Background: an optimization exercise with open tools, aiming at small area, a short achievable clock period and few clock cycles per item. Do not read the settings as production practice.
For this run, only the layout was checked, not whether the RTL still works.
Power figures rest on the tool's default switching activity, not on a simulated workload.

==> flow/design.v <==
module booth_multiplier(
    input         clk,
    input         reset_n,
    input         op_start,
    input         op_clear,
    input  [31:0] multiplier,
    input  [31:0] multiplicand,
    output        op_done,
    output [63:0] result
);
  reg       busy, done;
  reg [1:0] cnt;
  wire      idle = !busy && !done;
  wire      last = (cnt == 2'd3);
  reg  [31:0] m_q;           
  reg  [31:0] lo_q;          
  reg  [31:0] s_q, c_q;      
  reg  [7:0]  rs_q, rc_q;    
  reg         cy_q;          
  reg  [3:0]  one_q, two_q, ng_q;   
  function [11:0] enc;
    input [7:0] b;
    input       bm;
    integer i;
    reg [8:0] x;
    begin
      x = {b, bm};
      for (i = 0; i < 4; i = i + 1) begin
        enc[i]         = x[2*i+1] ^ x[2*i];
        enc[4+i]     = (x[2*i+2] & ~x[2*i+1] & ~x[2*i]) | (~x[2*i+2] & x[2*i+1] & x[2*i]);
        enc[8+i]   = x[2*i+2];
      end
    end
  endfunction
  wire [11:0] enc_next = idle ? enc(multiplier[7:0], 1'b0) : enc(lo_q[15:8], lo_q[7]);
  wire [32:0] mg0 = ({33{one_q[0]}} & {m_q[31], m_q}) | ({33{two_q[0]}} & {m_q, 1'b0});
  wire [32:0] pp0 = mg0 ^ {33{ng_q[0]}};
  wire [32:0] e0 = {~pp0[32], pp0[31:0]};
  wire [32:0] mg1 = ({33{one_q[1]}} & {m_q[31], m_q}) | ({33{two_q[1]}} & {m_q, 1'b0});
  wire [32:0] pp1 = mg1 ^ {33{ng_q[1]}};
  wire [32:0] e1 = {~pp1[32], pp1[31:0]};
  wire [32:0] mg2 = ({33{one_q[2]}} & {m_q[31], m_q}) | ({33{two_q[2]}} & {m_q, 1'b0});
  wire [32:0] pp2 = mg2 ^ {33{ng_q[2]}};
  wire [32:0] e2 = {~pp2[32], pp2[31:0]};
  wire [32:0] mg3 = ({33{one_q[3]}} & {m_q[31], m_q}) | ({33{two_q[3]}} & {m_q, 1'b0});
  wire [32:0] pp3 = mg3 ^ {33{ng_q[3]}};
  wire [32:0] e3 = {~pp3[32], pp3[31:0]};
  wire fs1;
  wire fc2;
  wire fs3;
  wire fc4;
  wire fs5;
  wire fc6;
  wire fs7;
  wire fc8;
  wire fs9;
  wire fc10;
  wire fs11;
  wire fc12;
  wire fs13;
  wire fc14;
  wire fs15;
  wire fc16;
  wire fs17;
  wire fc18;
  wire fs19;
  wire fc20;
  wire fs21;
  wire fc22;
  wire fs23;
  wire fc24;
  wire fs25;
  wire fc26;
  wire fs27;
  wire fc28;
  wire fs29;
  wire fc30;
  wire fs31;
  wire fc32;
  wire fs33;
  wire fc34;
  wire fs35;
  wire fc36;
  wire fs37;
  wire fc38;
  wire fs39;
  wire fc40;
  wire fs41;
  wire fc42;
  wire fs43;
  wire fc44;
  wire fs45;
  wire fc46;
  wire fs47;
  wire fc48;
  wire hs49;
  wire hc50;
  wire fs51;
  wire fc52;
  wire fs53;
  wire fc54;
  wire fs55;
  wire fc56;
  wire fs57;
  wire fc58;
  wire fs59;
  wire fc60;
  wire fs61;
  wire fc62;
  wire fs63;
  wire fc64;
  wire fs65;
  wire fc66;
  wire fs67;
  wire fc68;
  wire hs69;
  wire hc70;
  wire fs71;
  wire fc72;
  wire fs73;
  wire fc74;
  wire fs75;
  wire fc76;
  wire fs77;
  wire fc78;
  wire fs79;
  wire fc80;
  wire fs81;
  wire fc82;
  wire fs83;
  wire fc84;
  wire fs85;
  wire fc86;
  wire fs87;
  wire fc88;
  wire hs89;
  wire hc90;
  wire fs91;
  wire fc92;
  wire fs93;
  wire fc94;
  wire fs95;
  wire fc96;
  wire fs97;
  wire fc98;
  wire fs99;
  wire fc100;
  wire fs101;
  wire fc102;
  wire fs103;
  wire fc104;
  wire fs105;
  wire fc106;
  wire fs107;
  wire fc108;
  wire hs109;
  wire hc110;
  wire fs111;
  wire fc112;
  wire fs113;
  wire fc114;
  wire fs115;
  wire fc116;
  wire fs117;
  wire fc118;
  wire fs119;
  wire fc120;
  wire fs121;
  wire fc122;
  wire fs123;
  wire fc124;
  wire fs125;
  wire fc126;
  wire fs127;
  wire fc128;
  wire hs129;
  wire hc130;
  wire fs131;
  wire fc132;
  wire fs133;
  wire fc134;
  wire fs135;
  wire fc136;
  wire fs137;
  wire fc138;
  wire fs139;
  wire fc140;
  wire fs141;
  wire fc142;
  wire fs143;
  wire fc144;
  wire fs145;
  wire fc146;
  wire fs147;
  wire fc148;
  wire hs149;
  wire hc150;
  wire fs151;
  wire fc152;
  wire fs153;
  wire fc154;
  wire fs155;
  wire fc156;
  wire fs157;
  wire fc158;
  wire fs159;
  wire fc160;
  wire fs161;
  wire fc162;
  wire fs163;
  wire fc164;
  wire fs165;
  wire fc166;
  wire fs167;
  wire fc168;
  wire hs169;
  wire hc170;
  wire fs171;
  wire fc172;
  wire fs173;
  wire fc174;
  wire fs175;
  wire fc176;
  wire fs177;
  wire fc178;
  wire fs179;
  wire fc180;
  wire fs181;
  wire fc182;
  wire fs183;
  wire fc184;
  wire fs185;
  wire fc186;
  wire fs187;
  wire fc188;
  wire hs189;
  wire hc190;
  wire fs191;
  wire fc192;
  wire fs193;
  wire fc194;
  wire fs195;
  wire fc196;
  wire fs197;
  wire fc198;
  wire fs199;
  wire fc200;
  wire fs201;
  wire fc202;
  wire fs203;
  wire fc204;
  wire fs205;
  wire fc206;
  wire fs207;
  wire fc208;
  wire hs209;
  wire hc210;
  wire fs211;
  wire fc212;
  wire fs213;
  wire fc214;
  wire fs215;
  wire fc216;
  wire fs217;
  wire fc218;
  wire fs219;
  wire fc220;
  wire fs221;
  wire fc222;
  wire fs223;
  wire fc224;
  wire fs225;
  wire fc226;
  wire fs227;
  wire fc228;
  wire hs229;
  wire hc230;
  wire fs231;
  wire fc232;
  wire fs233;
  wire fc234;
  wire fs235;
  wire fc236;
  wire fs237;
  wire fc238;
  wire fs239;
  wire fc240;
  wire fs241;
  wire fc242;
  wire fs243;
  wire fc244;
  wire fs245;
  wire fc246;
  wire fs247;
  wire fc248;
  wire hs249;
  wire hc250;
  wire fs251;
  wire fc252;
  wire fs253;
  wire fc254;
  wire fs255;
  wire fc256;
  wire fs257;
  wire fc258;
  wire fs259;
  wire fc260;
  wire fs261;
  wire fc262;
  wire fs263;
  wire fc264;
  wire fs265;
  wire fc266;
  wire fs267;
  wire fc268;
  wire hs269;
  wire hc270;
  wire fs271;
  wire fc272;
  wire fs273;
  wire fc274;
  wire fs275;
  wire fc276;
  wire fs277;
  wire fc278;
  wire fs279;
  wire fc280;
  wire fs281;
  wire fc282;
  wire fs283;
  wire fc284;
  wire fs285;
  wire fc286;
  wire hs287;
  wire hc288;
  wire fs289;
  wire fc290;
  wire fs291;
  wire fc292;
  wire fs293;
  wire fc294;
  wire fs295;
  wire fc296;
  wire fs297;
  wire fc298;
  wire fs299;
  wire fc300;
  wire hs301;
  wire hc302;
  wire fs303;
  wire fc304;
  wire hs305;
  wire hc306;
  mul_fa u_fs1 (.a(c_q[0]), .b(ng_q[0]), .ci(s_q[0]), .s(fs1), .co(fc2));
  mul_fa u_fs3 (.a(c_q[1]), .b(s_q[1]), .ci(fc2), .s(fs3), .co(fc4));
  mul_fa u_fs5 (.a(c_q[2]), .b(ng_q[1]), .ci(s_q[2]), .s(fs5), .co(fc6));
  mul_fa u_fs7 (.a(fs5), .b(e0[2]), .ci(e1[0]), .s(fs7), .co(fc8));
  mul_fa u_fs9 (.a(c_q[3]), .b(s_q[3]), .ci(fc6), .s(fs9), .co(fc10));
  mul_fa u_fs11 (.a(e0[3]), .b(e1[1]), .ci(fs9), .s(fs11), .co(fc12));
  mul_fa u_fs13 (.a(c_q[4]), .b(ng_q[2]), .ci(s_q[4]), .s(fs13), .co(fc14));
  mul_fa u_fs15 (.a(fs13), .b(e0[4]), .ci(e1[2]), .s(fs15), .co(fc16));
  mul_fa u_fs17 (.a(e2[0]), .b(fc10), .ci(fs15), .s(fs17), .co(fc18));
  mul_fa u_fs19 (.a(c_q[5]), .b(s_q[5]), .ci(fc14), .s(fs19), .co(fc20));
  mul_fa u_fs21 (.a(e0[5]), .b(e1[3]), .ci(e2[1]), .s(fs21), .co(fc22));
  mul_fa u_fs23 (.a(fs19), .b(fc16), .ci(fs21), .s(fs23), .co(fc24));
  mul_fa u_fs25 (.a(c_q[6]), .b(ng_q[3]), .ci(s_q[6]), .s(fs25), .co(fc26));
  mul_fa u_fs27 (.a(fs25), .b(e0[6]), .ci(e1[4]), .s(fs27), .co(fc28));
  mul_fa u_fs29 (.a(e2[2]), .b(e3[0]), .ci(fc20), .s(fs29), .co(fc30));
  mul_fa u_fs31 (.a(fc22), .b(fs27), .ci(fs29), .s(fs31), .co(fc32));
  mul_fa u_fs33 (.a(c_q[7]), .b(s_q[7]), .ci(fc26), .s(fs33), .co(fc34));
  mul_fa u_fs35 (.a(e0[7]), .b(e1[5]), .ci(e2[3]), .s(fs35), .co(fc36));
  mul_fa u_fs37 (.a(e3[1]), .b(fs33), .ci(fc28), .s(fs37), .co(fc38));
  mul_fa u_fs39 (.a(fs35), .b(fc30), .ci(fs37), .s(fs39), .co(fc40));
  mul_fa u_fs41 (.a(c_q[8]), .b(s_q[8]), .ci(last), .s(fs41), .co(fc42));
  mul_fa u_fs43 (.a(e0[8]), .b(e1[6]), .ci(e2[4]), .s(fs43), .co(fc44));
  mul_fa u_fs45 (.a(e3[2]), .b(fs41), .ci(fc34), .s(fs45), .co(fc46));
  mul_fa u_fs47 (.a(fc36), .b(fs43), .ci(fs45), .s(fs47), .co(fc48));
  mul_ha u_hs49 (.a(fc38), .b(fs47), .s(hs49), .c(hc50));
  mul_fa u_fs51 (.a(c_q[9]), .b(s_q[9]), .ci(last), .s(fs51), .co(fc52));
  mul_fa u_fs53 (.a(e0[9]), .b(e1[7]), .ci(e2[5]), .s(fs53), .co(fc54));
  mul_fa u_fs55 (.a(e3[3]), .b(fc42), .ci(fs51), .s(fs55), .co(fc56));
  mul_fa u_fs57 (.a(fc44), .b(fs53), .ci(fs55), .s(fs57), .co(fc58));
  mul_fa u_fs59 (.a(fc46), .b(fs57), .ci(fc48), .s(fs59), .co(fc60));
  mul_fa u_fs61 (.a(c_q[10]), .b(s_q[10]), .ci(e0[10]), .s(fs61), .co(fc62));
  mul_fa u_fs63 (.a(e1[8]), .b(e2[6]), .ci(e3[4]), .s(fs63), .co(fc64));
  mul_fa u_fs65 (.a(fc52), .b(fc54), .ci(fs61), .s(fs65), .co(fc66));
  mul_fa u_fs67 (.a(fs63), .b(fc56), .ci(fs65), .s(fs67), .co(fc68));
  mul_ha u_hs69 (.a(fc58), .b(fs67), .s(hs69), .c(hc70));
  mul_fa u_fs71 (.a(c_q[11]), .b(s_q[11]), .ci(last), .s(fs71), .co(fc72));
  mul_fa u_fs73 (.a(e0[11]), .b(e1[9]), .ci(e2[7]), .s(fs73), .co(fc74));
  mul_fa u_fs75 (.a(e3[5]), .b(fs71), .ci(fc62), .s(fs75), .co(fc76));
  mul_fa u_fs77 (.a(fc64), .b(fs73), .ci(fs75), .s(fs77), .co(fc78));
  mul_fa u_fs79 (.a(fc66), .b(fc68), .ci(fs77), .s(fs79), .co(fc80));
  mul_fa u_fs81 (.a(c_q[12]), .b(s_q[12]), .ci(e0[12]), .s(fs81), .co(fc82));
  mul_fa u_fs83 (.a(e1[10]), .b(e2[8]), .ci(e3[6]), .s(fs83), .co(fc84));
  mul_fa u_fs85 (.a(fc72), .b(fc74), .ci(fs81), .s(fs85), .co(fc86));
  mul_fa u_fs87 (.a(fs83), .b(fc76), .ci(fs85), .s(fs87), .co(fc88));
  mul_ha u_hs89 (.a(fc78), .b(fs87), .s(hs89), .c(hc90));
  mul_fa u_fs91 (.a(c_q[13]), .b(s_q[13]), .ci(last), .s(fs91), .co(fc92));
  mul_fa u_fs93 (.a(e0[13]), .b(e1[11]), .ci(e2[9]), .s(fs93), .co(fc94));
  mul_fa u_fs95 (.a(e3[7]), .b(fs91), .ci(fc82), .s(fs95), .co(fc96));
  mul_fa u_fs97 (.a(fc84), .b(fs93), .ci(fs95), .s(fs97), .co(fc98));
  mul_fa u_fs99 (.a(fc86), .b(fc88), .ci(fs97), .s(fs99), .co(fc100));
  mul_fa u_fs101 (.a(c_q[14]), .b(s_q[14]), .ci(e0[14]), .s(fs101), .co(fc102));
  mul_fa u_fs103 (.a(e1[12]), .b(e2[10]), .ci(e3[8]), .s(fs103), .co(fc104));
  mul_fa u_fs105 (.a(fc92), .b(fc94), .ci(fs101), .s(fs105), .co(fc106));
  mul_fa u_fs107 (.a(fs103), .b(fc96), .ci(fs105), .s(fs107), .co(fc108));
  mul_ha u_hs109 (.a(fc98), .b(fs107), .s(hs109), .c(hc110));
  mul_fa u_fs111 (.a(c_q[15]), .b(s_q[15]), .ci(last), .s(fs111), .co(fc112));
  mul_fa u_fs113 (.a(e0[15]), .b(e1[13]), .ci(e2[11]), .s(fs113), .co(fc114));
  mul_fa u_fs115 (.a(e3[9]), .b(fs111), .ci(fc102), .s(fs115), .co(fc116));
  mul_fa u_fs117 (.a(fc104), .b(fs113), .ci(fs115), .s(fs117), .co(fc118));
  mul_fa u_fs119 (.a(fc106), .b(fc108), .ci(fs117), .s(fs119), .co(fc120));
  mul_fa u_fs121 (.a(c_q[16]), .b(s_q[16]), .ci(e0[16]), .s(fs121), .co(fc122));
  mul_fa u_fs123 (.a(e1[14]), .b(e2[12]), .ci(e3[10]), .s(fs123), .co(fc124));
  mul_fa u_fs125 (.a(fc112), .b(fc114), .ci(fs121), .s(fs125), .co(fc126));
  mul_fa u_fs127 (.a(fs123), .b(fc116), .ci(fs125), .s(fs127), .co(fc128));
  mul_ha u_hs129 (.a(fc118), .b(fs127), .s(hs129), .c(hc130));
  mul_fa u_fs131 (.a(c_q[17]), .b(s_q[17]), .ci(last), .s(fs131), .co(fc132));
  mul_fa u_fs133 (.a(e0[17]), .b(e1[15]), .ci(e2[13]), .s(fs133), .co(fc134));
  mul_fa u_fs135 (.a(e3[11]), .b(fs131), .ci(fc122), .s(fs135), .co(fc136));
  mul_fa u_fs137 (.a(fc124), .b(fs133), .ci(fs135), .s(fs137), .co(fc138));
  mul_fa u_fs139 (.a(fc126), .b(fc128), .ci(fs137), .s(fs139), .co(fc140));
  mul_fa u_fs141 (.a(c_q[18]), .b(s_q[18]), .ci(e0[18]), .s(fs141), .co(fc142));
  mul_fa u_fs143 (.a(e1[16]), .b(e2[14]), .ci(e3[12]), .s(fs143), .co(fc144));
  mul_fa u_fs145 (.a(fc132), .b(fc134), .ci(fs141), .s(fs145), .co(fc146));
  mul_fa u_fs147 (.a(fs143), .b(fc136), .ci(fs145), .s(fs147), .co(fc148));
  mul_ha u_hs149 (.a(fc138), .b(fs147), .s(hs149), .c(hc150));
  mul_fa u_fs151 (.a(c_q[19]), .b(s_q[19]), .ci(last), .s(fs151), .co(fc152));
  mul_fa u_fs153 (.a(e0[19]), .b(e1[17]), .ci(e2[15]), .s(fs153), .co(fc154));
  mul_fa u_fs155 (.a(e3[13]), .b(fs151), .ci(fc142), .s(fs155), .co(fc156));
  mul_fa u_fs157 (.a(fc144), .b(fs153), .ci(fs155), .s(fs157), .co(fc158));
  mul_fa u_fs159 (.a(fc146), .b(fc148), .ci(fs157), .s(fs159), .co(fc160));
  mul_fa u_fs161 (.a(c_q[20]), .b(s_q[20]), .ci(e0[20]), .s(fs161), .co(fc162));
  mul_fa u_fs163 (.a(e1[18]), .b(e2[16]), .ci(e3[14]), .s(fs163), .co(fc164));
  mul_fa u_fs165 (.a(fc152), .b(fc154), .ci(fs161), .s(fs165), .co(fc166));
  mul_fa u_fs167 (.a(fs163), .b(fc156), .ci(fs165), .s(fs167), .co(fc168));
  mul_ha u_hs169 (.a(fc158), .b(fs167), .s(hs169), .c(hc170));
  mul_fa u_fs171 (.a(c_q[21]), .b(s_q[21]), .ci(last), .s(fs171), .co(fc172));
  mul_fa u_fs173 (.a(e0[21]), .b(e1[19]), .ci(e2[17]), .s(fs173), .co(fc174));
  mul_fa u_fs175 (.a(e3[15]), .b(fs171), .ci(fc162), .s(fs175), .co(fc176));
  mul_fa u_fs177 (.a(fc164), .b(fs173), .ci(fs175), .s(fs177), .co(fc178));
  mul_fa u_fs179 (.a(fc166), .b(fc168), .ci(fs177), .s(fs179), .co(fc180));
  mul_fa u_fs181 (.a(c_q[22]), .b(s_q[22]), .ci(e0[22]), .s(fs181), .co(fc182));
  mul_fa u_fs183 (.a(e1[20]), .b(e2[18]), .ci(e3[16]), .s(fs183), .co(fc184));
  mul_fa u_fs185 (.a(fc172), .b(fc174), .ci(fs181), .s(fs185), .co(fc186));
  mul_fa u_fs187 (.a(fs183), .b(fc176), .ci(fs185), .s(fs187), .co(fc188));
  mul_ha u_hs189 (.a(fc178), .b(fs187), .s(hs189), .c(hc190));
  mul_fa u_fs191 (.a(c_q[23]), .b(s_q[23]), .ci(last), .s(fs191), .co(fc192));
  mul_fa u_fs193 (.a(e0[23]), .b(e1[21]), .ci(e2[19]), .s(fs193), .co(fc194));
  mul_fa u_fs195 (.a(e3[17]), .b(fs191), .ci(fc182), .s(fs195), .co(fc196));
  mul_fa u_fs197 (.a(fc184), .b(fs193), .ci(fs195), .s(fs197), .co(fc198));
  mul_fa u_fs199 (.a(fc186), .b(fc188), .ci(fs197), .s(fs199), .co(fc200));
  mul_fa u_fs201 (.a(c_q[24]), .b(s_q[24]), .ci(e0[24]), .s(fs201), .co(fc202));
  mul_fa u_fs203 (.a(e1[22]), .b(e2[20]), .ci(e3[18]), .s(fs203), .co(fc204));
  mul_fa u_fs205 (.a(fc192), .b(fc194), .ci(fs201), .s(fs205), .co(fc206));
  mul_fa u_fs207 (.a(fs203), .b(fc196), .ci(fs205), .s(fs207), .co(fc208));
  mul_ha u_hs209 (.a(fc198), .b(fs207), .s(hs209), .c(hc210));
  mul_fa u_fs211 (.a(c_q[25]), .b(s_q[25]), .ci(last), .s(fs211), .co(fc212));
  mul_fa u_fs213 (.a(e0[25]), .b(e1[23]), .ci(e2[21]), .s(fs213), .co(fc214));
  mul_fa u_fs215 (.a(e3[19]), .b(fs211), .ci(fc202), .s(fs215), .co(fc216));
  mul_fa u_fs217 (.a(fc204), .b(fs213), .ci(fs215), .s(fs217), .co(fc218));
  mul_fa u_fs219 (.a(fc206), .b(fc208), .ci(fs217), .s(fs219), .co(fc220));
  mul_fa u_fs221 (.a(c_q[26]), .b(s_q[26]), .ci(e0[26]), .s(fs221), .co(fc222));
  mul_fa u_fs223 (.a(e1[24]), .b(e2[22]), .ci(e3[20]), .s(fs223), .co(fc224));
  mul_fa u_fs225 (.a(fc212), .b(fc214), .ci(fs221), .s(fs225), .co(fc226));
  mul_fa u_fs227 (.a(fs223), .b(fc216), .ci(fs225), .s(fs227), .co(fc228));
  mul_ha u_hs229 (.a(fc218), .b(fs227), .s(hs229), .c(hc230));
  mul_fa u_fs231 (.a(c_q[27]), .b(s_q[27]), .ci(last), .s(fs231), .co(fc232));
  mul_fa u_fs233 (.a(e0[27]), .b(e1[25]), .ci(e2[23]), .s(fs233), .co(fc234));
  mul_fa u_fs235 (.a(e3[21]), .b(fs231), .ci(fc222), .s(fs235), .co(fc236));
  mul_fa u_fs237 (.a(fc224), .b(fs233), .ci(fs235), .s(fs237), .co(fc238));
  mul_fa u_fs239 (.a(fc226), .b(fc228), .ci(fs237), .s(fs239), .co(fc240));
  mul_fa u_fs241 (.a(c_q[28]), .b(s_q[28]), .ci(e0[28]), .s(fs241), .co(fc242));
  mul_fa u_fs243 (.a(e1[26]), .b(e2[24]), .ci(e3[22]), .s(fs243), .co(fc244));
  mul_fa u_fs245 (.a(fc232), .b(fc234), .ci(fs241), .s(fs245), .co(fc246));
  mul_fa u_fs247 (.a(fs243), .b(fc236), .ci(fs245), .s(fs247), .co(fc248));
  mul_ha u_hs249 (.a(fc238), .b(fs247), .s(hs249), .c(hc250));
  mul_fa u_fs251 (.a(c_q[29]), .b(s_q[29]), .ci(last), .s(fs251), .co(fc252));
  mul_fa u_fs253 (.a(e0[29]), .b(e1[27]), .ci(e2[25]), .s(fs253), .co(fc254));
  mul_fa u_fs255 (.a(e3[23]), .b(fs251), .ci(fc242), .s(fs255), .co(fc256));
  mul_fa u_fs257 (.a(fc244), .b(fs253), .ci(fs255), .s(fs257), .co(fc258));
  mul_fa u_fs259 (.a(fc246), .b(fc248), .ci(fs257), .s(fs259), .co(fc260));
  mul_fa u_fs261 (.a(c_q[30]), .b(s_q[30]), .ci(e0[30]), .s(fs261), .co(fc262));
  mul_fa u_fs263 (.a(e1[28]), .b(e2[26]), .ci(e3[24]), .s(fs263), .co(fc264));
  mul_fa u_fs265 (.a(fc252), .b(fc254), .ci(fs261), .s(fs265), .co(fc266));
  mul_fa u_fs267 (.a(fs263), .b(fc256), .ci(fs265), .s(fs267), .co(fc268));
  mul_ha u_hs269 (.a(fc258), .b(fs267), .s(hs269), .c(hc270));
  mul_fa u_fs271 (.a(c_q[31]), .b(s_q[31]), .ci(last), .s(fs271), .co(fc272));
  mul_fa u_fs273 (.a(e0[31]), .b(e1[29]), .ci(e2[27]), .s(fs273), .co(fc274));
  mul_fa u_fs275 (.a(e3[25]), .b(fs271), .ci(fc262), .s(fs275), .co(fc276));
  mul_fa u_fs277 (.a(fc264), .b(fs273), .ci(fs275), .s(fs277), .co(fc278));
  mul_fa u_fs279 (.a(fc266), .b(fc268), .ci(fs277), .s(fs279), .co(fc280));
  mul_fa u_fs281 (.a(e0[32]), .b(e1[30]), .ci(e2[28]), .s(fs281), .co(fc282));
  mul_fa u_fs283 (.a(e3[26]), .b(fc272), .ci(fc274), .s(fs283), .co(fc284));
  mul_fa u_fs285 (.a(fs281), .b(fc276), .ci(fs283), .s(fs285), .co(fc286));
  mul_ha u_hs287 (.a(fc278), .b(fs285), .s(hs287), .c(hc288));
  mul_fa u_fs289 (.a(last), .b(e1[31]), .ci(e2[29]), .s(fs289), .co(fc290));
  mul_fa u_fs291 (.a(e3[27]), .b(fc282), .ci(fs289), .s(fs291), .co(fc292));
  mul_fa u_fs293 (.a(fc284), .b(fs291), .ci(fc286), .s(fs293), .co(fc294));
  mul_fa u_fs295 (.a(e1[32]), .b(e2[30]), .ci(e3[28]), .s(fs295), .co(fc296));
  mul_fa u_fs297 (.a(fc290), .b(fs295), .ci(fc292), .s(fs297), .co(fc298));
  mul_fa u_fs299 (.a(last), .b(e2[31]), .ci(e3[29]), .s(fs299), .co(fc300));
  mul_ha u_hs301 (.a(fc296), .b(fs299), .s(hs301), .c(hc302));
  mul_fa u_fs303 (.a(e2[32]), .b(e3[30]), .ci(fc300), .s(fs303), .co(fc304));
  mul_ha u_hs305 (.a(last), .b(e3[31]), .s(hs305), .c(hc306));
  wire [39:0] sn = {last, e3[32], fc304, hc302, fc298, fc294, hc288, fc280, hc270, fc260, hc250, fc240, hc230, fc220, hc210, fc200, hc190, fc180, hc170, fc160, hc150, fc140, hc130, fc120, hc110, fc100, hc90, fc80, hc70, fc60, hc50, fc40, fc32, fc24, fc18, fc12, fc8, fc4, e0[1], e0[0]};
  wire [39:0] cn = {1'b0, hc306, hs305, fs303, hs301, fs297, fs293, hs287, fs279, hs269, fs259, hs249, fs239, hs229, fs219, hs209, fs199, hs189, fs179, hs169, fs159, hs149, fs139, hs129, fs119, hs109, fs99, hs89, fs79, hs69, fs59, hs49, fs39, fs31, fs23, fs17, fs11, fs7, fs3, fs1};
  wire [8:0] lw_sum;
  mul_add8 u_lw (.a(rs_q), .b(rc_q), .ci(cy_q), .s(lw_sum));
  wire [31:0] hp, hg, hpp;
  mul_pg32 u_hf (.a(s_q[31:0]), .b(c_q[31:0]), .p(hp), .g(hg), .pp(hpp));
  wire [31:0] hc = hg | (hpp & {32{lw_sum[8]}});
  wire [31:0] hi = hp ^ {hc[30:0], lw_sum[8]};
  assign op_done = done;
  assign result  = {hi, lw_sum[7:0], lo_q[31:8]};
  always @(posedge clk or negedge reset_n) begin
    if (!reset_n) begin
      busy <= 1'b0;
      done <= 1'b0;
    end else if (op_clear) begin
      busy <= 1'b0;
      done <= 1'b0;
    end else if (idle) begin
      busy <= op_start;
    end else if (busy && last) begin
      busy <= 1'b0;
      done <= 1'b1;
    end
  end
  always @(posedge clk) begin
    if (!busy)
      cnt <= 2'd0;
    else
      cnt <= cnt + 2'd1;
    if (!busy)
      m_q <= multiplicand;
    if (idle) begin
      lo_q  <= multiplier;
      s_q   <= 0;
      c_q   <= 0;
      rs_q  <= 0;
      rc_q  <= 0;
      cy_q  <= 1'b0;
    end else if (busy) begin
      lo_q  <= {lw_sum[7:0], lo_q[31:8]};
      cy_q  <= lw_sum[8];
      rs_q  <= sn[7:0];
      rc_q  <= cn[7:0];
      s_q   <= sn[39:8];
      c_q   <= cn[39:8];
    end
    if (idle || busy)
      {ng_q, two_q, one_q} <= enc_next;
  end
endmodule
module mul_fa(input a, input b, input ci, output s, output co);
  assign s  = a ^ b ^ ci;
  assign co = (a & b) | (ci & (a ^ b));
endmodule
module mul_ha(input a, input b, output s, output c);
  assign s = a ^ b;
  assign c = a & b;
endmodule
module mul_add8(input [7:0] a, input [7:0] b, input ci, output [8:0] s);
  wire [7:0] p = a ^ b;
  wire [7:0] g = a & b;
  wire gg1 = g[1] | (p[1] & g[0]);
  wire pq2 = p[1] & p[0];
  wire gg3 = g[3] | (p[3] & g[2]);
  wire pq4 = p[3] & p[2];
  wire gg5 = g[5] | (p[5] & g[4]);
  wire pq6 = p[5] & p[4];
  wire gg7 = g[7] | (p[7] & g[6]);
  wire pq8 = p[7] & p[6];
  wire gg9 = gg3 | (pq4 & gg1);
  wire pq10 = pq4 & pq2;
  wire gg11 = gg7 | (pq8 & gg5);
  wire pq12 = pq8 & pq6;
  wire gg13 = gg11 | (pq12 & gg9);
  wire pq14 = pq12 & pq10;
  wire gg15 = gg5 | (pq6 & gg9);
  wire pq16 = pq6 & pq10;
  wire gg17 = g[2] | (p[2] & gg1);
  wire pq18 = p[2] & pq2;
  wire gg19 = g[4] | (p[4] & gg9);
  wire pq20 = p[4] & pq10;
  wire gg21 = g[6] | (p[6] & gg15);
  wire pq22 = p[6] & pq16;
  wire c0 = g[0] | (p[0] & ci);
  wire c1 = gg1 | (pq2 & ci);
  wire c2 = gg17 | (pq18 & ci);
  wire c3 = gg9 | (pq10 & ci);
  wire c4 = gg19 | (pq20 & ci);
  wire c5 = gg15 | (pq16 & ci);
  wire c6 = gg21 | (pq22 & ci);
  wire c7 = gg13 | (pq14 & ci);
  assign s = {c7, p ^ {c6, c5, c4, c3, c2, c1, c0, ci}};
endmodule
module mul_pg32(input [31:0] a, input [31:0] b, output [31:0] p, output [31:0] g, output [31:0] pp);
  wire [31:0] gb = a & b;
  assign p = a ^ b;
  wire gg1 = gb[1] | (p[1] & gb[0]);
  wire pq2 = p[1] & p[0];
  wire gg3 = gb[3] | (p[3] & gb[2]);
  wire pq4 = p[3] & p[2];
  wire gg5 = gb[5] | (p[5] & gb[4]);
  wire pq6 = p[5] & p[4];
  wire gg7 = gb[7] | (p[7] & gb[6]);
  wire pq8 = p[7] & p[6];
  wire gg9 = gb[9] | (p[9] & gb[8]);
  wire pq10 = p[9] & p[8];
  wire gg11 = gb[11] | (p[11] & gb[10]);
  wire pq12 = p[11] & p[10];
  wire gg13 = gb[13] | (p[13] & gb[12]);
  wire pq14 = p[13] & p[12];
  wire gg15 = gb[15] | (p[15] & gb[14]);
  wire pq16 = p[15] & p[14];
  wire gg17 = gb[17] | (p[17] & gb[16]);
  wire pq18 = p[17] & p[16];
  wire gg19 = gb[19] | (p[19] & gb[18]);
  wire pq20 = p[19] & p[18];
  wire gg21 = gb[21] | (p[21] & gb[20]);
  wire pq22 = p[21] & p[20];
  wire gg23 = gb[23] | (p[23] & gb[22]);
  wire pq24 = p[23] & p[22];
  wire gg25 = gb[25] | (p[25] & gb[24]);
  wire pq26 = p[25] & p[24];
  wire gg27 = gb[27] | (p[27] & gb[26]);
  wire pq28 = p[27] & p[26];
  wire gg29 = gb[29] | (p[29] & gb[28]);
  wire pq30 = p[29] & p[28];
  wire gg31 = gb[31] | (p[31] & gb[30]);
  wire pq32 = p[31] & p[30];
  wire gg33 = gg3 | (pq4 & gg1);
  wire pq34 = pq4 & pq2;
  wire gg35 = gg7 | (pq8 & gg5);
  wire pq36 = pq8 & pq6;
  wire gg37 = gg11 | (pq12 & gg9);
  wire pq38 = pq12 & pq10;
  wire gg39 = gg15 | (pq16 & gg13);
  wire pq40 = pq16 & pq14;
  wire gg41 = gg19 | (pq20 & gg17);
  wire pq42 = pq20 & pq18;
  wire gg43 = gg23 | (pq24 & gg21);
  wire pq44 = pq24 & pq22;
  wire gg45 = gg27 | (pq28 & gg25);
  wire pq46 = pq28 & pq26;
  wire gg47 = gg31 | (pq32 & gg29);
  wire pq48 = pq32 & pq30;
  wire gg49 = gg35 | (pq36 & gg33);
  wire pq50 = pq36 & pq34;
  wire gg51 = gg39 | (pq40 & gg37);
  wire pq52 = pq40 & pq38;
  wire gg53 = gg43 | (pq44 & gg41);
  wire pq54 = pq44 & pq42;
  wire gg55 = gg47 | (pq48 & gg45);
  wire pq56 = pq48 & pq46;
  wire gg57 = gg51 | (pq52 & gg49);
  wire pq58 = pq52 & pq50;
  wire gg59 = gg55 | (pq56 & gg53);
  wire pq60 = pq56 & pq54;
  wire gg61 = gg59 | (pq60 & gg57);
  wire pq62 = pq60 & pq58;
  wire gg63 = gg53 | (pq54 & gg57);
  wire pq64 = pq54 & pq58;
  wire gg65 = gg37 | (pq38 & gg49);
  wire pq66 = pq38 & pq50;
  wire gg67 = gg41 | (pq42 & gg57);
  wire pq68 = pq42 & pq58;
  wire gg69 = gg45 | (pq46 & gg63);
  wire pq70 = pq46 & pq64;
  wire gg71 = gg5 | (pq6 & gg33);
  wire pq72 = pq6 & pq34;
  wire gg73 = gg9 | (pq10 & gg49);
  wire pq74 = pq10 & pq50;
  wire gg75 = gg13 | (pq14 & gg65);
  wire pq76 = pq14 & pq66;
  wire gg77 = gg17 | (pq18 & gg57);
  wire pq78 = pq18 & pq58;
  wire gg79 = gg21 | (pq22 & gg67);
  wire pq80 = pq22 & pq68;
  wire gg81 = gg25 | (pq26 & gg63);
  wire pq82 = pq26 & pq64;
  wire gg83 = gg29 | (pq30 & gg69);
  wire pq84 = pq30 & pq70;
  wire gg85 = gb[2] | (p[2] & gg1);
  wire pq86 = p[2] & pq2;
  wire gg87 = gb[4] | (p[4] & gg33);
  wire pq88 = p[4] & pq34;
  wire gg89 = gb[6] | (p[6] & gg71);
  wire pq90 = p[6] & pq72;
  wire gg91 = gb[8] | (p[8] & gg49);
  wire pq92 = p[8] & pq50;
  wire gg93 = gb[10] | (p[10] & gg73);
  wire pq94 = p[10] & pq74;
  wire gg95 = gb[12] | (p[12] & gg65);
  wire pq96 = p[12] & pq66;
  wire gg97 = gb[14] | (p[14] & gg75);
  wire pq98 = p[14] & pq76;
  wire gg99 = gb[16] | (p[16] & gg57);
  wire pq100 = p[16] & pq58;
  wire gg101 = gb[18] | (p[18] & gg77);
  wire pq102 = p[18] & pq78;
  wire gg103 = gb[20] | (p[20] & gg67);
  wire pq104 = p[20] & pq68;
  wire gg105 = gb[22] | (p[22] & gg79);
  wire pq106 = p[22] & pq80;
  wire gg107 = gb[24] | (p[24] & gg63);
  wire pq108 = p[24] & pq64;
  wire gg109 = gb[26] | (p[26] & gg81);
  wire pq110 = p[26] & pq82;
  wire gg111 = gb[28] | (p[28] & gg69);
  wire pq112 = p[28] & pq70;
  wire gg113 = gb[30] | (p[30] & gg83);
  wire pq114 = p[30] & pq84;
  assign g = {gg61, gg113, gg83, gg111, gg69, gg109, gg81, gg107, gg63, gg105, gg79, gg103, gg67, gg101, gg77, gg99, gg57, gg97, gg75, gg95, gg65, gg93, gg73, gg91, gg49, gg89, gg71, gg87, gg33, gg85, gg1, gb[0]};
  assign pp = {pq62, pq114, pq84, pq112, pq70, pq110, pq82, pq108, pq64, pq106, pq80, pq104, pq68, pq102, pq78, pq100, pq58, pq98, pq76, pq96, pq66, pq94, pq74, pq92, pq50, pq90, pq72, pq88, pq34, pq86, pq2, p[0]};
endmodule
==> flow/run.sh <==
#!/bin/bash
# synth_recipe.tcl (not shown) runs the flow's synth.tcl, then flattens the netlist and writes it again
# the make line also repeats each setting of config.mk as NAME=value (left out here)
make -C /OpenROAD-flow-scripts/flow DESIGN_CONFIG=/design/flow/config.mk WORK_HOME=/design/flow/orfs CLKGATE_MAP_FILE= SYNTH_SCRIPT=/design/flow/synth_recipe.tcl finish
==> flow/config.mk <==
export PLATFORM = sky130hd
export DESIGN_NAME = booth_multiplier
export DESIGN_NICKNAME = booth_multiplier
export VERILOG_FILES = /design/flow/design.v
export SDC_FILE = /design/flow/constraint.sdc
export NUM_CORES = 4
export LEC_CHECK = 0
export CAP_MARGIN = 20
export CORE_MARGIN = 2
export CORE_UTILIZATION = 40
export PLACE_DENSITY = 0.6
export SLEW_MARGIN = 20
export SYNTH_HIERARCHICAL = 1
export SYNTH_MINIMUM_KEEP_SIZE = 0
==> flow/constraint.sdc <==
create_clock -name core_clock -period 5.0 [get_ports {clk}]
set_input_delay 1.0000 -clock core_clock [delete_from_list [all_inputs] [get_ports {clk}]]
set_output_delay 1.0000 -clock core_clock [all_outputs]
set_load 0.01 [all_outputs]
==> run summary <==
cell usage in the layout, fill, tap and decap left out, drive strengths merged, types with 3 or more instances in the layout:
cell type        n
clkdlybuf4s50  132
fa             139
xor2             9
nand3b           3
nor2b            7
nand2          160
bufinv           4
nand3            9
inv             18
a22o            11
a21oi           47
ha              56
nor2            25
a21o            16
o21ai           88
dfxtp           82
o21bai           4
and3b            3
edfxtp          68
xnor2          168
and4             3
clkinv           3
clkbuf          20
buf             23
a31oi            4
and2            10
and3            11
mux2            28
a22oi          124
nor3             6
flip-flops by register name, summed over array words and instances, names as in the netlist, 2 cells and up:
register  count
rs_q          8
rc_q          8
two_q         4
cnt           2
one_q         4
ng_q          3
m_q          32
lo_q         25
s_q          32
c_q          31
power groups by stage:
stage          combinational (mW)  sequential (mW)  clock [mW]
4_1_cts                      5.44             1.92        1.45
3_5_place_dp                 5.38             1.94           0
5_1_grt                      6.05             1.96        1.49
6_report                     5.38             1.92        1.41
3_3_place_gp                 5.38             1.93           0
2_1_floorplan                3.72             1.77           0
what timing repair did:
item | CTS | global route
resized for setup | 1 | 4
hold endpoints to repair | 0 | 0
setup endpoints to repair | 1 | 4
setup buffers | 1 | 0
pin swaps | 1 | 2
how the worst min path moves through the flow:
stage,slack [ns],depth (start not counted),end
global route,0.45,1,cnt[0]
finish,0.42,1,cnt[0]
global placement,0.40,1,cnt[0]
floorplan,0.39,1,cnt[0]
detailed placement,0.41,1,cnt[0]
CTS,0.42,1,cnt[0]
final cells by class:
class,instances,area (µm²)
fill,3136,18300
multi-input combinational,958,8640
sequential,152,3740
timing repair buffer,155,1530
tap,448,561
clock buffer,20,437
clock inverter,12,190
inverter,15,56.3
through the flow:
stage	setup slack [ns]	total power, mW	hold WS, ns	instance area, µm²	util [%]
2_1_floorplan	1.46	5.49	0.390	13600	-
3_3_place_gp	0.479	7.31	0.400	14500	43.3
3_5_place_dp	0.464	7.32	0.414	14500	43.3
4_1_cts	0.0520	8.81	0.424	15100	45.2
5_1_grt	0.00497	9.50	0.446	15200	45.3
6_report	0.192	8.71	0.424	15200	45.3
routing by layer:
layer,wire length (µm),global-route usage (%),part of all wire (%),up-vias
li1,-,-,-,4408
met1,15600,27.1,46,4735
met2,16200,31.6,47,247
met3,1680,4.01,4.9,32
met4,556,5.94,1.6,2
met5,11,0,0.032,-
==> impl_metrics.py <==
metrics = {
    "status": {
        "status": "no timing/DRC/antenna violations",
    },
    "place": {
        "placed_cells_incl_taps": 1727,
        "place_hpwl_um": 24600,
        "placement.io_buffers": 132,
        "gp_congestion": 0.849,
    },
    "grt": {
        "grt_start_max_net_pins": 86,
        "wire_length_of_the_first_global_routing_pass_um": 54400,
        "number_of_antenna_violations_at_the_first_check_in_global_routing": 1,
        "grt.overflow.total": 0,
        "groute.usage.overall_pct": 19.8,
        "grt_pass1_vias": 9669,
    },
    "die": {
        "die_h_um": 188,
        "dieWidth_um": 188,
        "fp.coreArea_um2": 33400,
        "initial_core_util_pct": 40.5,
        "boundaryPins": 133,
        "die-area_um2": 35400,
        "std_cell_rows": 67,
    },
    "finish": {
        "instances_no_fill": 1760,
        "final_net_count": 1562,
        "syn_to_final_growth_pct": 11.8,
        "post_route_cells_drive_above_1_share_pct": 7.39,
        "insertedDiodeCount": 0,
    },
    "job": {
        "cap_violations": 0,
    },
    "timing": {
        "fin_setup_tns_ns": 0,
        "finalClockSkew_ns": 0.0119,
        "worst-slew-pin-transition_ns": 1.10,
        "report.final.slew_viol_count": 0,
        "unrepaired_setup_endpoints_after_global_routing": "false",
        "report.final.setup_viol": 0,
        "finalCriticalPeriod_ns": 4.81,
        "hold_violations": 0,
        "max-slew-margin-rel_pct": 26.5,
        "timing.fmax_ghz": 0.208,
        "finalCritPeriodShare_pct": 96.2,
    },
    "logic_synthesis": {
        "cells_after_synth": 1318,
        "syn-cell-area_um2": 13600,
        "average_size_of_a_mapped_cell_um2": 10.3,
        "synth_warn": 7,
    },
    "clock_tree": {
        "cts-root-buf": "sky130_fd_sc_hd__clkbuf_16",
        "postCtsHoldBufs": 0,
        "cts_htree_levels": 4,
        "clock_path_buffers": 2,
        "path_clk_slew_ns": 0.06,
        "cts_tree": "built",
        "number_of_clock_sinks": 152,
        "cts_inserted_buffers": 17,
        "worstSkewPairLatency_ns": 0.45,
    },
    "worst_setup_path": {
        "data_arrival_time_of_the_worst_path_ns": 3.81,
        "worst_setup_path_endpoint": "result[54]",
        "required_time_of_the_critical_path_ns": 4.00,
        "worstRegToRegCells": 8,
        "cp-end-kind": "primary output",
        "worstSetupStartpointType": "flop",
        "timing.critical_path.cells": "ha_1 -> and4_1 -> a2bb2oi_4 -> a32oi_4 -> a2111o_1 -> buf_4 -> a31oi_1 -> inv_1 -> a21o_1 -> a21oi_1 -> xnor2_1 -> clkdlybuf4s50_1",
        "cell_with_the_largest_stage_delay_on_the_worst_path": "sky130_fd_sc_hd__clkdlybuf4s50_1",
        "max_stage_delay_ns": 0.55,
        "timing.rr.start": "ng_q[1]",
        "r2r-end": "c_q[17]",
        "timing.setup.critical_path_class": "reg2out",
        "cell_family_with_most_cp_delay": "compound AO/OA/AOI/OAI gates",
        "worst-path-stages": 12,
        "timing.critical_path.from": "s_q[3]",
        "crit_path_max_fanout": 5,
        "worst-r2r-setup-slack_ns": 1.40,
        "critPathBufInv": 3,
    },
    "min_path": {
        "holdCritPathClass": "reg2reg",
        "holdCritStartpoint": "cnt[0]",
    },
    "power_and_ir_drop": {
        "power_frac_seq_pct": 22.0,
        "p_switching_mw": 3.66,
        "internal-power_mw": 5.05,
        "p_leak_nw": 5.83,
        "powerDensity_nw_per_um2": 575,
        "sw_frac_of_total_pct": 42.0,
        "p_clk_share_pct": 16.2,
        "worst_ir_drop_vdd_mv": 0.281,
        "power_frac_comb_pct": 61.8,
    },
    "route": {
        "routed_wirelength_um": 34100,
        "drt-initial-drc-count": 707,
        "drt_pass1_iterations": 6,
        "via_density": 5.35,
        "final_antenna_net_count": 0,
        "routed-via-count": 9424,
        "drt_drc_violations_left": 0,
        "wl_per_cell_um": 19.3,
    },
}

==> re-timing with driven ports <==
The results above use ideal ports. As a check the final layout listed here was re-extracted and re-timed, cells and wires unchanged. Step 1: set_driving_cell puts a clkbuf_16 on clk and a buf_2 on each other input, an assumption about the parent block. Step 2, shift: input delay + t, output delay - t, t = (earliest + latest rising clock arrival at the registers) / 2. This alone moves slack from input paths to output paths. Slacks: no drivers / after step 1 / after step 2; pairs: no drivers / after step 1.
shift t [ns]: 0.489
setup slack, ns: 0.192 / 0.145 / 0.634
latest minus earliest clock arrival (ns): 0.013 / 0.013
worst register clock-pin slew, ns: 0.07 / 0.07
worst slew at a driven data input, ns: 0.07
After both steps this run still meets setup and hold. For this run, drivers alone change the setup slack by -0.047 ns; drivers and shift together by +0.442 ns.
